Source: an optimization exercise on an open RTL-to-GDS flow (aim: small area). Production flows keep margins and buffers that such runs may drop.
The RTL was checked by simulation tests, not by an equivalence proof against the original design.

// fast
module fast (
   input bit clk,
   input bit rst_n,
   input logic [391:0] in_data,
   output logic [12:0] out_pixel
);
wire nc0;
wire nc1;
wire nc2;
wire nc3;
wire nc4;
wire nc5;
wire nc6;
wire nc7;
wire x8;
wire k9;
wire s10;
wire c11;
wire s12;
wire c13;
wire s14;
wire c15;
wire s16;
wire c17;
wire s18;
wire c19;
wire s20;
wire c21;
wire s22;
wire c23;
wire a24;
wire p25;
wire d26;
wire d27;
wire d28;
wire d29;
wire d30;
wire d31;
wire d32;
wire x33;
wire k34;
wire s35;
wire c36;
wire s37;
wire c38;
wire s39;
wire c40;
wire s41;
wire c42;
wire s43;
wire c44;
wire s45;
wire c46;
wire s47;
wire c48;
wire a49;
wire p50;
wire d51;
wire d52;
wire d53;
wire d54;
wire d55;
wire d56;
wire d57;
wire x58;
wire k59;
wire s60;
wire c61;
wire s62;
wire c63;
wire s64;
wire c65;
wire s66;
wire c67;
wire s68;
wire c69;
wire s70;
wire c71;
wire s72;
wire c73;
wire a74;
wire p75;
wire d76;
wire d77;
wire d78;
wire d79;
wire d80;
wire d81;
wire d82;
wire x83;
wire k84;
wire s85;
wire c86;
wire s87;
wire c88;
wire s89;
wire c90;
wire s91;
wire c92;
wire s93;
wire c94;
wire s95;
wire c96;
wire s97;
wire c98;
wire a99;
wire p100;
wire d101;
wire d102;
wire d103;
wire d104;
wire d105;
wire d106;
wire d107;
wire x108;
wire k109;
wire s110;
wire c111;
wire s112;
wire c113;
wire s114;
wire c115;
wire s116;
wire c117;
wire s118;
wire c119;
wire s120;
wire c121;
wire s122;
wire c123;
wire a124;
wire p125;
wire d126;
wire d127;
wire d128;
wire d129;
wire d130;
wire d131;
wire d132;
wire x133;
wire k134;
wire s135;
wire c136;
wire s137;
wire c138;
wire s139;
wire c140;
wire s141;
wire c142;
wire s143;
wire c144;
wire s145;
wire c146;
wire s147;
wire c148;
wire a149;
wire p150;
wire d151;
wire d152;
wire d153;
wire d154;
wire d155;
wire d156;
wire d157;
wire x158;
wire k159;
wire s160;
wire c161;
wire s162;
wire c163;
wire s164;
wire c165;
wire s166;
wire c167;
wire s168;
wire c169;
wire s170;
wire c171;
wire s172;
wire c173;
wire a174;
wire p175;
wire d176;
wire d177;
wire d178;
wire d179;
wire d180;
wire d181;
wire d182;
wire x183;
wire k184;
wire s185;
wire c186;
wire s187;
wire c188;
wire s189;
wire c190;
wire s191;
wire c192;
wire s193;
wire c194;
wire s195;
wire c196;
wire s197;
wire c198;
wire a199;
wire p200;
wire d201;
wire d202;
wire d203;
wire d204;
wire d205;
wire d206;
wire d207;
wire x208;
wire k209;
  ...
Size: about 530 cells after synthesis.
clock: 12.0 ns
lec_check: 0
cap_margin: 20
core_margin: 2
core_utilization: 40
cts_buf_list: sky130_fd_sc_hd__clkbuf_4
slew_margin: 20
synth_hierarchical: 1
buffer_ports_args: -buffer_cell sky130_fd_sc_hd__buf_1
standard.sh (not shown) runs the stock make flow with config.mk's settings and CLKGATE_MAP_FILE= SYNTH_SCRIPT=/design/flow/synth_recipe.tcl, a recipe that flattens the netlist after the stock synthesis.
==> flow/flow/run.sh <==
#!/bin/bash
set -euo pipefail
cat >> config.mk <<'EOT'
export BUFFER_PORTS_ARGS = -buffer_cell sky130_fd_sc_hd__buf_1
EOT
bash standard.sh > flow_make.log 2>&1
The baseline completed without violations.
Edit:
--- a/flow/config.mk
+++ b/flow/config.mk
@@ -6,9 +6,9 @@
 export NUM_CORES = 4
 export LEC_CHECK = 0
-export CAP_MARGIN = 20
+export CAP_MARGIN = 40
 export CORE_MARGIN = 2
 export CORE_UTILIZATION = 40
 export CTS_BUF_LIST = sky130_fd_sc_hd__clkbuf_4
-export SLEW_MARGIN = 20
+export SLEW_MARGIN = 40
 export SYNTH_HIERARCHICAL = 1
 export BUFFER_PORTS_ARGS = -buffer_cell sky130_fd_sc_hd__buf_1
Non-clock buffer count drops by 2.
Die area is unchanged.
Final area shrinks by 0.61%.
Sequential cell count is unchanged.

== violet ==
Another version of the RTL of fast (not shown whole).
For scale: about 530 cells after synthesis, about 12 flip-flops, ~410 I/O pins.
export LEC_CHECK = 0
export CAP_MARGIN = 40
export CORE_MARGIN = 2
export CORE_UTILIZATION = 40
export CTS_BUF_LIST = sky130_fd_sc_hd__clkbuf_8
export GPL_TIMING_DRIVEN = 0
export SLEW_MARGIN = 40
export SYNTH_HIERARCHICAL = 1
export BUFFER_PORTS_ARGS = -buffer_cell sky130_fd_sc_hd__buf_1
export REMOVE_ABC_BUFFERS = 1
create_clock -name core_clock -period 12.0 [get_ports {clk}]
==> flow/flow/run.sh <==
#!/bin/bash
set -euo pipefail
cat >> config.mk <<'EOT'
export BUFFER_PORTS_ARGS = -buffer_cell sky130_fd_sc_hd__buf_1
export REMOVE_ABC_BUFFERS = 1
EOT
bash standard.sh > flow_make.log 2>&1
violet reached the final stage; the timing, design-rule and antenna checks on its layout passed.
### violet -> yarrow
- setting RECOVER_POWER to 100 for the first time
- changing CTS_BUF_LIST from sky130_fd_sc_hd__clkbuf_8 to sky130_fd_sc_hd__clkbuf_4
--- a/flow/flow/run.sh
+++ b/flow/flow/run.sh
@@ -5,0 +6 @@
+export RECOVER_POWER = 100
## What came out
- violet → yarrow: xor and xnor fraction of the mapped netlist area shows no meaningful change.
- Highest attainable clock frequency (yarrow vs. violet) increases slightly
- In yarrow the worst endpoint required time turned out 40 ps higher than in violet.
- Compared yarrow against violet; total track usage within noise.
Relative to yarrow, the following input files were edited for harbor:
- RECOVER_POWER no longer set, was 100
--- a/flow/flow/run.sh
+++ b/flow/flow/run.sh
@@ -6 +5,0 @@
-export RECOVER_POWER = 100
Findings:
- Summary of harbor over yarrow: share of synthesized flip-flops with an asynchronous set or reset has remained practically unchanged; synthesized area has remained practically unchanged; number of endpoints with negative hold slack in the final report has remained practically unchanged.
- Wire length per cell came out exactly the same in harbor and yarrow.
- Summary of harbor over yarrow: vertical extent of the die essentially unchanged, remaining design rule violation count essentially unchanged.

Starting RTL as in the previous note.
Settings: LEC_CHECK=0, CAP_MARGIN=40, CORE_MARGIN=2, CORE_UTILIZATION=40, CTS_BUF_LIST=sky130_fd_sc_hd__clkbuf_4, GPL_TIMING_DRIVEN=0, SLEW_MARGIN=40, SYNTH_HIERARCHICAL=1, BUFFER_PORTS_ARGS=-buffer_cell sky130_fd_sc_hd__buf_1, REMOVE_ABC_BUFFERS=1; clock period 12.0 ns.
==> flow/flow/run.sh <==
#!/bin/bash
set -euo pipefail
cat >> config.mk <<'EOT'
export BUFFER_PORTS_ARGS = -buffer_cell sky130_fd_sc_hd__buf_1
export REMOVE_ABC_BUFFERS = 1
EOT
RES=orfs/results/$FLOW_PLATFORM/fast/base
bash standard.sh synth > flow_synth.log 2>&1
cp $RES/1_2_yosys.v flow_synth_netlist.v
python3 flow/downsize.py $FLOW_HOME/platforms/$FLOW_PLATFORM/lib/sky130_fd_sc_hd__tt_025C_1v80.lib $RES/1_2_yosys.v > flow_downsize.log 2>&1
touch $RES/1_2_yosys.v
bash standard.sh > flow_make.log 2>&1
==> flow/flow/downsize.py <==
#!/usr/bin/env python3
"""Set every combinational cell of the synthesized netlist to the smallest
variant of its cell family (same function and pins, e.g. a21oi_2 -> a21oi_1).
The layout flow's own repair then upsizes only where timing, slew or load need
it. Flip-flops and don't-use cells are left alone. Usage: downsize.py LIB NETLIST"""
import re, sys

lib_path, net_path = sys.argv[1], sys.argv[2]
lib = open(lib_path).read()

area, pins, dontuse = {}, {}, set()
for m in re.finditer(r'cell \("(sky130_fd_sc_hd__\w+)"\)\s*\{', lib):
    name = m.group(1)
    end = lib.find('\n    cell (', m.end())
    blk = lib[m.end(): end if end > 0 else len(lib)]
    a = re.search(r'\barea\s*:\s*([\d.]+)', blk)
    if a:
        area[name] = float(a.group(1))
    pins[name] = tuple(sorted(re.findall(r'pin \("(\w+)"\)', blk)))
    if re.search(r'dont_use\s*:\s*true', blk):
        dontuse.add(name)

fam = {}
for name in area:
    m = re.match(r'(sky130_fd_sc_hd__\w+?)_(\d+)$', name)
    if m:
        fam.setdefault((m.group(1), pins[name]), []).append(name)

def smallest(cell):
    m = re.match(r'(sky130_fd_sc_hd__\w+?)_(\d+)$', cell)
    if not m or cell not in area:
        return cell
    base = m.group(1)
    if re.search(r'__(df|dl|sdf|edf|conb|clk|tap|fill|decap|diode)', cell):
        return cell
    cands = [c for c in fam.get((base, pins[cell]), []) if c not in dontuse]
    if not cands:
        return cell
    return min(cands, key=lambda c: (area[c], int(c.rsplit('_', 1)[1])))

net = open(net_path).read()
count = 0
def sub(m):
    global count
    new = smallest(m.group(1))
    if new != m.group(1):
        count += 1
    return new + m.group(2)
net = re.sub(r'\b(sky130_fd_sc_hd__\w+)(\s+\S+\s*\()', sub, net)
open(net_path, 'w').write(net)
print(f"downsize.py: {count} cells set to their smallest variant")
Rerun with:
==> flow/flow/run.sh (replaced) <==
#!/bin/bash
set -euo pipefail
cat >> config.mk <<'EOT'
export BUFFER_PORTS_ARGS = -buffer_cell sky130_fd_sc_hd__buf_1
export REMOVE_ABC_BUFFERS = 1
EOT
bash standard.sh > flow_make.log 2>&1
CAP_MARGIN = 20   (was 40)
SLEW_MARGIN = 20   (was 40)
removed: flow/flow/downsize.py
Result:
- final area stays the same
- synthesized area rose slightly
- sequential cell count does not change
- core utilization fell by 0.32 points
- worst setup slack got worse by 160 ps
- global-route usage fell by 0.28 points

Setup of lagoon:
Another version of the RTL of fast (not shown whole).
Size: about 12 flip-flops, about 0.0071 mm2 of cells after synthesis.
export LEC_CHECK = 0
export CAP_MARGIN = 40
export CORE_MARGIN = 2
export CORE_UTILIZATION = 40
export CTS_BUF_LIST = sky130_fd_sc_hd__clkbuf_4
export GPL_TIMING_DRIVEN = 0
export SLEW_MARGIN = 40
export SYNTH_HIERARCHICAL = 1
export BUFFER_PORTS_ARGS = -buffer_cell sky130_fd_sc_hd__buf_1
export REMOVE_ABC_BUFFERS = 1
create_clock -name core_clock -period 12.0 [get_ports {clk}]
==> flow/flow/run.sh <==
#!/bin/bash
set -euo pipefail
cat >> config.mk <<'EOT'
export BUFFER_PORTS_ARGS = -buffer_cell sky130_fd_sc_hd__buf_1
export REMOVE_ABC_BUFFERS = 1
EOT
bash standard.sh > flow_make.log 2>&1
--- input diff lagoon..quartz ---
Settings: a change of CORE_UTILIZATION from 40 to 60.
[summary]
Tool error PPL-0024 stopped quartz during 3_2_place_iop; no final results. Reported for lagoon and quartz, post-synthesis sequential element count turned out identical to the last digit. Relative to lagoon, initial core utilization has gone up in quartz. As far as synthesized instance count goes, quartz and lagoon are indistinguishable; the numbers are identical. Taking lagoon as the reference, in quartz die boundary width went down by 18%, overall die height shrank by 18%.
[inputs] amber vs quartz
Settings: CTS_BUF_LIST now sky130_fd_sc_hd__clkbuf_8, was sky130_fd_sc_hd__clkbuf_4; CORE_UTILIZATION now 40, was 60.
==> run notes <==
amber has completed all stages; timing, DRC and antenna checks passed. Reported for quartz and amber, share of synthesized cell area in full adder, half adder and majority cells turned out identical to the last digit. Reported for quartz and amber, count of mapped cells out of synthesis turned out identical to the last digit. Average footprint of a synthesized cell: quartz vs amber identical. quartz → amber: share of cell area taken by muxes after synthesis now sits at about the same level; die extent in x now sits higher. amber vs. quartz: async set-or-reset flop fraction in the synthesized netlist flat, vertical extent of the die went up by 22%. Changes observed in amber relative to quartz: placement row count has increased, area after synthesis neither gained nor lost much, initial standard-cell utilization of the core now sits lower.

static timing again, ports no longer ideal:
No port has a modelled driver above. Below, the same layouts with a new extraction and two added sets of constraints.
Step 1: set_driving_cell puts a clkbuf_16 on clk and a buf_2 on each other input, an assumption about the parent block.
Step 2 also shifts input and output timing later by t, the mid clock arrival at the registers, as if the neighbouring blocks saw the same clock.
Three values: ideal, step 1, step 2; two values: the first two.
| run | shift t [ns] | setup WS [ns] | worst setup path after step 2 | latest minus earliest clock arrival (ns) | worst slew at a driven data input, ns |
|---|---|---|---|---|---|
| the first run of note 1 | 0.306 | 0.277 / 0.279 / -0.027 | input to register | 0.013 / 0.013 | 0.04 |
| the second run of note 1 | 0.316 | 0.271 / 0.274 / -0.042 | input to register | 0.007 / 0.007 | 0.04 |
| violet | 0.258 | 0.434 / 0.431 / 0.173 | input to register | 0.000 / 0.000 | 0.09 |
| yarrow | 0.286 | 0.474 / 0.468 / 0.181 | input to register | 0.002 / 0.001 | 0.09 |
| harbor | 0.286 | 0.474 / 0.468 / 0.181 | input to register | 0.002 / 0.001 | 0.09 |
| the first run of note 3 | 0.290 | 0.572 / 0.572 / 0.282 | input to register | 0.003 / 0.002 | 0.10 |
| the second run of note 3 | 0.279 | 0.415 / 0.407 / 0.127 | input to register | 0.004 / 0.005 | 0.08 |
| lagoon | 0.281 | 0.498 / 0.491 / 0.210 | input to register | 0.001 / 0.001 | 0.08 |
| amber | 0.262 | 0.463 / 0.461 / 0.199 | input to register | 0.001 / 0.000 | 0.09 |
Met with ideal ports but missed after step 2: setup timing in the first run of note 1 and the second run of note 1. The setup slack of the second run of note 1, which loses most, moves by +0.003 ns with the drivers and by -0.313 ns with both steps.
